What follows belongs to an exercise in optimizing a design on an open flow for small area; a production flow would make more cautious choices.
No functional check of the RTL was part of this run.
Power is estimated from default activity; no workload was simulated.

**design/flow/design.v**
```verilog
`timescale 1ns/1ps
module ram_single_port(
    input clk,
    input write_en,
    input reset,
    input [6:0] addr,
    input [7:0] data_in,
    output reg [7:0] data_out
);
reg [7:0] memory [63:0];
wire [63:0] s, sn;
wire [7:0] wd, col, wcol, wcoln, wrow, wrown;
wire rd, rdn;
ram_ctrl u_ctrl (
    .write_en(write_en), .reset(reset), .addr(addr[5:0]), .data_in(data_in),
    .wcol(wcol), .wcoln(wcoln), .wrow(wrow), .wrown(wrown), .wd(wd), .col(col),
    .rd(rd), .rdn(rdn)
);
genvar w;
generate
    for (w = 0; w < 64; w = w + 1) begin : wordg
        ram_wsel u_wsel (.col(wcol[w % 8]), .coln(wcoln[w % 8]), .row(wrow[w / 8]), .rown(wrown[w / 8]),
                         .s(s[w]), .sn(sn[w]));
    end
endgenerate
integer i;
always @(posedge clk) begin
    for (i = 0; i < 64; i = i + 1)
        memory[i] <= (memory[i] & {8{sn[i]}}) | (wd & {8{s[i]}});
end
wire [7:0] rdata;
genvar b, h;
generate
    for (b = 0; b < 8; b = b + 1) begin : bitg
        wire [7:0] rowbit;
        for (h = 0; h < 8; h = h + 1) begin : rowg
            ram_rowsel u_row (
                .d({memory[8*h+7][b], memory[8*h+6][b], memory[8*h+5][b], memory[8*h+4][b],
                    memory[8*h+3][b], memory[8*h+2][b], memory[8*h+1][b], memory[8*h+0][b]}),
                .col(col), .rown(wrown[h]), .y(rowbit[h]));
        end
        ram_or8 u_or (.d(rowbit), .y(rdata[b]));
    end
endgenerate
always @(posedge clk) begin
    data_out <= (data_out & {8{rdn}}) | (rdata & {8{rd}});
end
endmodule
module ram_ctrl(
    input write_en,
    input reset,
    input [5:0] addr,
    input [7:0] data_in,
    output [7:0] wcol,
    output [7:0] wcoln,
    output [7:0] wrow,
    output [7:0] wrown,
    output [7:0] wd,
    output [7:0] col,
    output rd,
    output rdn
);
wire [2:0] an = ~addr[2:0];
genvar l, b;
generate
    for (l = 0; l < 8; l = l + 1) begin : rcolg
        wire n;
        ram_nand3 u_nand (.a(l & 1 ? addr[0] : an[0]), .b(l & 2 ? addr[1] : an[1]),
                          .c(l & 4 ? addr[2] : an[2]), .y(n));
        ram_inv u_inv (.a(n), .y(col[l]));
    end
    for (b = 0; b < 8; b = b + 1) begin : wdg
        wire n;
        ram_nand2 u_nand (.a(data_in[b]), .b(~reset), .y(n));
        ram_inv u_inv (.a(n), .y(wd[b]));
    end
endgenerate
assign wcol = reset ? 8'hff : (write_en ? (8'd1 << addr[2:0]) : 8'h00);
assign wcoln = ~wcol;
assign wrow = reset ? 8'hff : (8'd1 << addr[5:3]);
assign wrown = ~wrow;
assign rd = ~reset & ~write_en;
assign rdn = reset | write_en;
endmodule
module ram_wsel(
    input col,
    input coln,
    input row,
    input rown,
    output s,
    output sn
);
assign s = ~(coln | rown);
assign sn = ~(col & row);
endmodule
module ram_nand2(
    input a,
    input b,
    output y
);
assign y = ~(a & b);
endmodule
module ram_nand3(
    input a,
    input b,
    input c,
    output y
);
assign y = ~(a & b & c);
endmodule
module ram_inv(
    input a,
    output y
);
assign y = ~a;
endmodule
module ram_rowsel(
    input [7:0] d,
    input [7:0] col,
    input rown,
    output y
);
wire y0, y1, y2;
ram_ao3n u0 (.d(d[2:0]), .s(col[2:0]), .y(y0));
ram_ao3n u1 (.d(d[5:3]), .s(col[5:3]), .y(y1));
assign y2 = ~((d[6] & col[6]) | (d[7] & col[7]));
assign y = ~((y0 & y1 & y2) | rown);
endmodule
module ram_ao3n(
    input [2:0] d,
    input [2:0] s,
    output y
);
assign y = ~|(d & s);
endmodule
module ram_or8(
    input [7:0] d,
    output y
);
assign y = |d;
endmodule
```
**design/flow/flow/run.sh**
```bash
#!/bin/bash
# Standard ORFS layout (the standard.sh) with three changes:
# - before global placement, flow/upsize.tcl removes the synthesis buffers
#   and gives high-fanout drivers a stronger size of the same cell family
# - clock tree: no dummy loads, clkbuf_8 buffers, sink clusters of up to 16
#   flip-flops within 60 um
# - port buffers: buf_1 instead of the default choice
# ORFS writes each step's log under orfs/logs/; make's own output goes to
# standard.log here.
set -euo pipefail
export PRE_GLOBAL_PLACE_TCL="$PWD/flow/upsize.tcl"
export CTS_ARGS="-sink_clustering_enable -repair_clock_nets -dont_use_dummy_load -buf_list sky130_fd_sc_hd__clkbuf_8 -sink_clustering_size 16 -sink_clustering_max_diameter 60"
export BUFFER_PORTS_ARGS="-buffer_cell sky130_fd_sc_hd__buf_1"
bash standard.sh > standard.log 2>&1
```
**design/flow/flow/upsize.tcl**
```tcl
# Before global placement: remove synthesis buffers (as the standard step
# does next anyway), then give each high-fanout combinational driver the
# smallest drive strength of its family that can carry its estimated load,
# so that placement's repair does not have to split the net with buffers.
remove_buffers
set per_load 0.0075
set margin 1.3
array set maxcap {inv_1 0.1813 inv_2 0.3314 inv_4 0.5631 inv_6 0.7828 inv_8 1.0355 and2_1 0.1584 and2_2 0.3030 and2_4 0.5393 and3_1 0.1575 and3_2 0.3095 and3_4 0.5328 and4_1 0.1611 and4_2 0.3003 and4_4 0.5319 nand2_1 0.1666 nand2_2 0.2957 nand2_4 0.5301 nand2_8 0.9338 nand3_1 0.1465 nand3_2 0.2600 nand3_4 0.4697 nor2_1 0.0861 nor2_2 0.1419 nor2_4 0.2518 nor2_8 0.4331 nor3_1 0.0522 nor3_2 0.0925 nor3_4 0.1538 or2_1 0.1648 or2_2 0.2994 or2_4 0.5145 or3_1 0.1676 or3_2 0.3104 or3_4 0.5319}
set block [ord::get_db_block]
set n_resized 0
foreach inst [$block getInsts] {
  set mname [[$inst getMaster] getName]
  if { ![regexp {^sky130_fd_sc_hd__([a-z0-9]+)_(\d+)$} $mname -> fam size] } {
    continue
  }
  if { ![info exists maxcap(${fam}_$size)] } { continue }
  set net ""
  foreach it [$inst getITerms] {
    if { [$it isOutputSignal] } { set net [$it getNet] }
  }
  if { $net == "" || $net == "NULL" } { continue }
  set fanout 0
  foreach it [$net getITerms] {
    if { [$it isInputSignal] } { incr fanout }
  }
  if { $fanout < 12 } { continue }
  set need [expr { $fanout * $per_load * $margin }]
  if { $maxcap(${fam}_$size) >= $need } { continue }
  foreach s {1 2 4 6 8} {
    if { $s <= $size || ![info exists maxcap(${fam}_$s)] } { continue }
    if { $maxcap(${fam}_$s) >= $need } {
      puts "upsize [$inst getName] $mname -> sky130_fd_sc_hd__${fam}_$s (fanout $fanout)"
      replace_cell [$inst getName] sky130_fd_sc_hd__${fam}_$s
      incr n_resized
      break
    }
  }
}
puts "upsized $n_resized drivers"
```
**design/flow/standard.sh**
```bash
#!/bin/bash
# synth_recipe.tcl (not shown) runs the flow's synth.tcl, then flattens the netlist and writes it again
# the make line also repeats each setting of config.mk as NAME=value (left out here)
make -C /OpenROAD-flow-scripts/flow DESIGN_CONFIG=/design/flow/config.mk WORK_HOME=/design/flow/orfs CLKGATE_MAP_FILE= SYNTH_SCRIPT=/design/flow/synth_recipe.tcl "${@:-finish}"
```
**design/flow/config.mk**
```make
export PLATFORM = sky130hd
export DESIGN_NAME = ram_single_port
export DESIGN_NICKNAME = ram_single_port
export VERILOG_FILES = /design/flow/design.v
export SDC_FILE = /design/flow/constraint.sdc
export NUM_CORES = 4
export LEC_CHECK = 0
export CAP_MARGIN = 20
export CORE_MARGIN = 2
export CORE_UTILIZATION = 55
export SLEW_MARGIN = 20
export SYNTH_HIERARCHICAL = 1
export SYNTH_MINIMUM_KEEP_SIZE = 0
```
**design/flow/constraint.sdc**
```tcl
create_clock -name core_clock -period 5.0 [get_ports {clk}]
set_input_delay 1.0000 -clock core_clock [delete_from_list [all_inputs] [get_ports {clk}]]
set_output_delay 1.0000 -clock core_clock [all_outputs]
set_load 0.01 [all_outputs]
```
==> implementation parameters <==
Parameter                              Value

Route
  Vias per std cell    7.41
  Drc violations    0
  Via count    15300
  Final WL    61400 microns
  First-iteration detailed-routing DRC count    2075
  Final antenna-violating net count    0
  Number of detailed-route iterations in the first pass    9
  WL/cell    29.8 microns

Logic synthesis
  Cell type with the highest aggregate area in the netlist    dfxtp_1
  Synthesized-area fraction occupied by and/or/nand/nor cells    3.97%
  Ys Warns    8
  Post-synth design cell area    0.0193 sq mm
  Top area cells in the synthesized netlist    dfxtp_1 54%, a22o_1 24%, a222oi_1 6.6%
  Cell variety after synth    30
  Dominant synthesized flop cell    dfxtp_1
  Async S/R FF share, synth    0%
  Parity-gate share of the synthesized area counting xor and xnor cells    0%
  Post-synthesis compound-gate area fraction    35.7%
  Top-area cell type share of the netlist area    53.8%
  Largest family of logic cells by synthesized area    compound AO/OA/AOI/OAI gates
  Mux share of post-synthesis cell area    0%
  Total of flip-flops plus latches after synthesis    520
  Proportion of synthesized chip area in sequential cells    53.8%
  Avg Synthesized Cell Area    11.2 sq um
  Net Count, Synth    1740
  Number of enable-type register cells in the synthesized netlist    0
  Gate Count Post-Synth    1722
  Adder-cell share of the synthesized area    0%

Pwr
  Leakage power summed over all cells    0.00758 uW
  Peak supply drop    0.332 mV
  Post-route total power    8150 uW
  PwrDens    416 mW/mm^2

STA
  Setup repair after global routing missed its margin    false
  Total count of hold-check failures in the final report    0
  Relative slew slack    21.5%
  Final period demand of the worst path    3.26 ns
  Count of pins over their slew limit    0
  Worst-margin pin slew    1.17 ns
  Count of endpoints failing setup in the final report    0
  Clock Skew    0.0726 ns
  Setup TNS    0 ns
  Final clock period utilization by the worst path    65.2%
  Maximum achievable frequency    0.307 GHz

Clock network
  Clock sink count    520
  Clock-pin transition on the worst setup and hold timing paths    0.10 ns
  Clock latency reported for the late side of the worst-skew pair    0.61 ns
  Post-cts hold buffer count    0
  Clock H-tree levels    2
  Setup Fix Bufs, Post-CTS    0
  TritonCTS clock tree    yes
  Max Buffers Root-to-Sink    3
  TritonCTS Buffers    40
  PostCTS Resize Cnt    0
  Clock Tree Root    clkbuf_8

Critical path
  Cell Chain, Critical Path    buf_1 > inv_1 > nand3_1 > inv_6 > a222oi_1 > a31oi_1 > nor4_1 > nand2_1 > a22o_1
  Worst Path Class, Setup    in2reg
  Largest incremental delay on the critical path    0.67 ns
  Number of cells traversed by the worst register-to-register path    5
  Largest fanout of any net on the critical path    64
  Reg2reg end    data_out[1]
  Worst Setup Start Kind    input pin
  Data arrival, critical path    3.75 ns
  Required time of the critical path    5.49 ns
  Flop-to-flop setup slack    2.85 ns
  Startpoint of the worst-slack reg-to-reg timing path    memory[59][1]
  Slowest CP cell    nor4_1
  Type of destination of the critical path    flip-flop

Global route
  Pin count of the biggest net entering global routing    65
  Combined global-route utilization of all metal layers    33.0%
  Residual overflow from global routing    0
  Initial antenna violation count    1
  Number of global-route vias before repair    14300
  First-pass GRT wire length    91100 microns

Placed design
  Half-perimeter wire length after detailed placement    34700 microns
  Number of input and output port buffers inserted    24
  Gpl congestion    0.806
  Placed inst area    0.0190 sq mm

Finish
  Synthesis-to-finish area growth    1.31%
  Layout net count    1624
  Fraction of layout cells with a size suffix above 1    5.36%
  Design area    0.0196 sq mm
  N_diodes    0

Floorplanning
  Initial core utilization    56.0%
  Chip Width    191 microns
  Placement row count    68
  Number of ports placed on the die boundary    26
  Floorplan core area    0.0345 sq mm
  Floorplan die area    0.0367 sq mm
  Overall die height    191 microns

Min path
  Instance count along the most critical hold path    1
  Hold WC Path Type    reg2reg
  Endpoint with the worst hold slack    memory[52][2]
  Worst Hold Launch    memory[52][2]

Run
  Count of max-cap constraint violations    0

Outcome
  Outcome  timing/DRC/antenna clean
cell type report:
cell class	count	area, sq um
Multi-Input combinational cell	985	7710
Sequential cell	520	10400
Inverter	24	170
Timing Repair Buffer	35	173
Tap cell	455	569
Clock buffer	40	551
Fill cell	2976	15000
cell families after synthesis:
family	after synthesis
buffers and inverters	217
flip-flops	520
AND/OR/NAND/NOR	181
AO/OA/AOI/OAI	804
critical path, delay by kind of cell:
family                 cells  cell delay, ns
AO/OA/AOI/OAI              3            0.98
buffers and inverters      3            0.77
AND/OR/NAND/NOR            3            0.95
cell usage in the layout, fill, tap and decap left out, drive strengths merged, types with 16 or more instances in the layout:
cell type,netlist,routed
nand2,81,81
a22oi,64,64
clkbuf,19,40
nor4,16,16
a31oi,70,70
nor2,67,67
a22o,520,520
dfxtp,520,520
a222oi,128,128
buf,174,35
inv,24,24
per-module statistics from Yosys, one instance, submodules excluded:
module / copies in the design / cells / area, sq um / flops+latches
ram_inv: 16 / 1 / 3.75 / 0
ram_single_port: 1 / 1226 / 16100 / 520
ram_ctrl: 1 / 56 / 350 / 0
ram_nand2: 8 / 1 / 3.75 / 0
ram_nand3: 8 / 1 / 5.00 / 0
ram_wsel: 64 / 2 / 7.51 / 0
ram_rowsel: 64 / 2 / 13.8 / 0
ram_ao3n: 128 / 1 / 10.0 / 0
ram_or8: 8 / 3 / 16.3 / 0
stage by stage:
stage,std cells,hold WS [ns],util [%],setup slack [ns]
after floorplan,1722,0.439,-,1.98
after global placement,2019,0.452,55.1,1.23
after detailed placement,2019,0.453,55.1,1.21
after CTS,2059,0.478,56.7,1.85
after global routing,2059,0.484,56.7,1.61
final,2059,0.473,56.7,1.74
worst max-delay path by stage:
stage | start | endpoint | slack (ns) | cells past startpoint
6_report | addr[1] | data_out[1] | 1.74 | 9
5_1_grt | addr[0] | data_out[3] | 1.61 | 10
4_1_cts | addr[1] | data_out[1] | 1.85 | 9
3_5_place_dp | addr[1] | data_out[1] | 1.21 | 9
3_3_place_gp | addr[1] | data_out[1] | 1.23 | 9
2_1_floorplan | addr[2] | data_out[0] | 1.98 | 9
power breakdown:
group	switching, uW	internal, uW
logic	706	480
registers	285	4650
clock network	1310	720
per-layer routing:
layer,vias up,track usage (%),wire length (microns)
met3,132,7.99,6770
met2,872,48.5,26400
li1,6661,-,-
met5,-,0,13
met1,7589,47.5,26200
met4,2,10.6,2000
cell usage after synthesis, drive strengths merged (2+ instances only):
cell / n
nor2b: 4
buf: 174
a22o: 520
dfxtp: 520
inv: 24
o21ai: 3
nor2: 67
a21oi: 8
a222oi: 128
clkbuf: 19
nand2: 81
a31o: 4
nor4: 16
a21o: 6
or2: 2
a22oi: 64
nand3: 8
a31oi: 70
flip-flops by register name, indices dropped and copies added, names as in the netlist:
register	cells
data_out	8
memory	512

## re-timing with driven ports
No port has a modelled driver above. Below, the same layout with a new extraction and two added sets of constraints. Step 1 (the two cells are an assumption about what drives the block):
set clk [get_ports {clk}]
set_driving_cell -lib_cell sky130_fd_sc_hd__clkbuf_16 $clk
set_driving_cell -lib_cell sky130_fd_sc_hd__buf_2 [delete_from_list [all_inputs] $clk]
Step 2, shift: input delay + t, output delay - t, t = (earliest + latest rising clock arrival at the registers) / 2. This alone moves slack from input paths to output paths. a / b / c = ideal / step 1 / step 2; a / b = the first two.
shift t [ns]: 0.630
slack for setup (ns): 1.741 / 1.768 / 1.138
worst hold slack (ns): 0.473 / 0.473 / 0.473
After both steps setup and hold are still met in this run. The setup slack of this run moves by +0.027 ns with the drivers and by -0.603 ns with both steps.
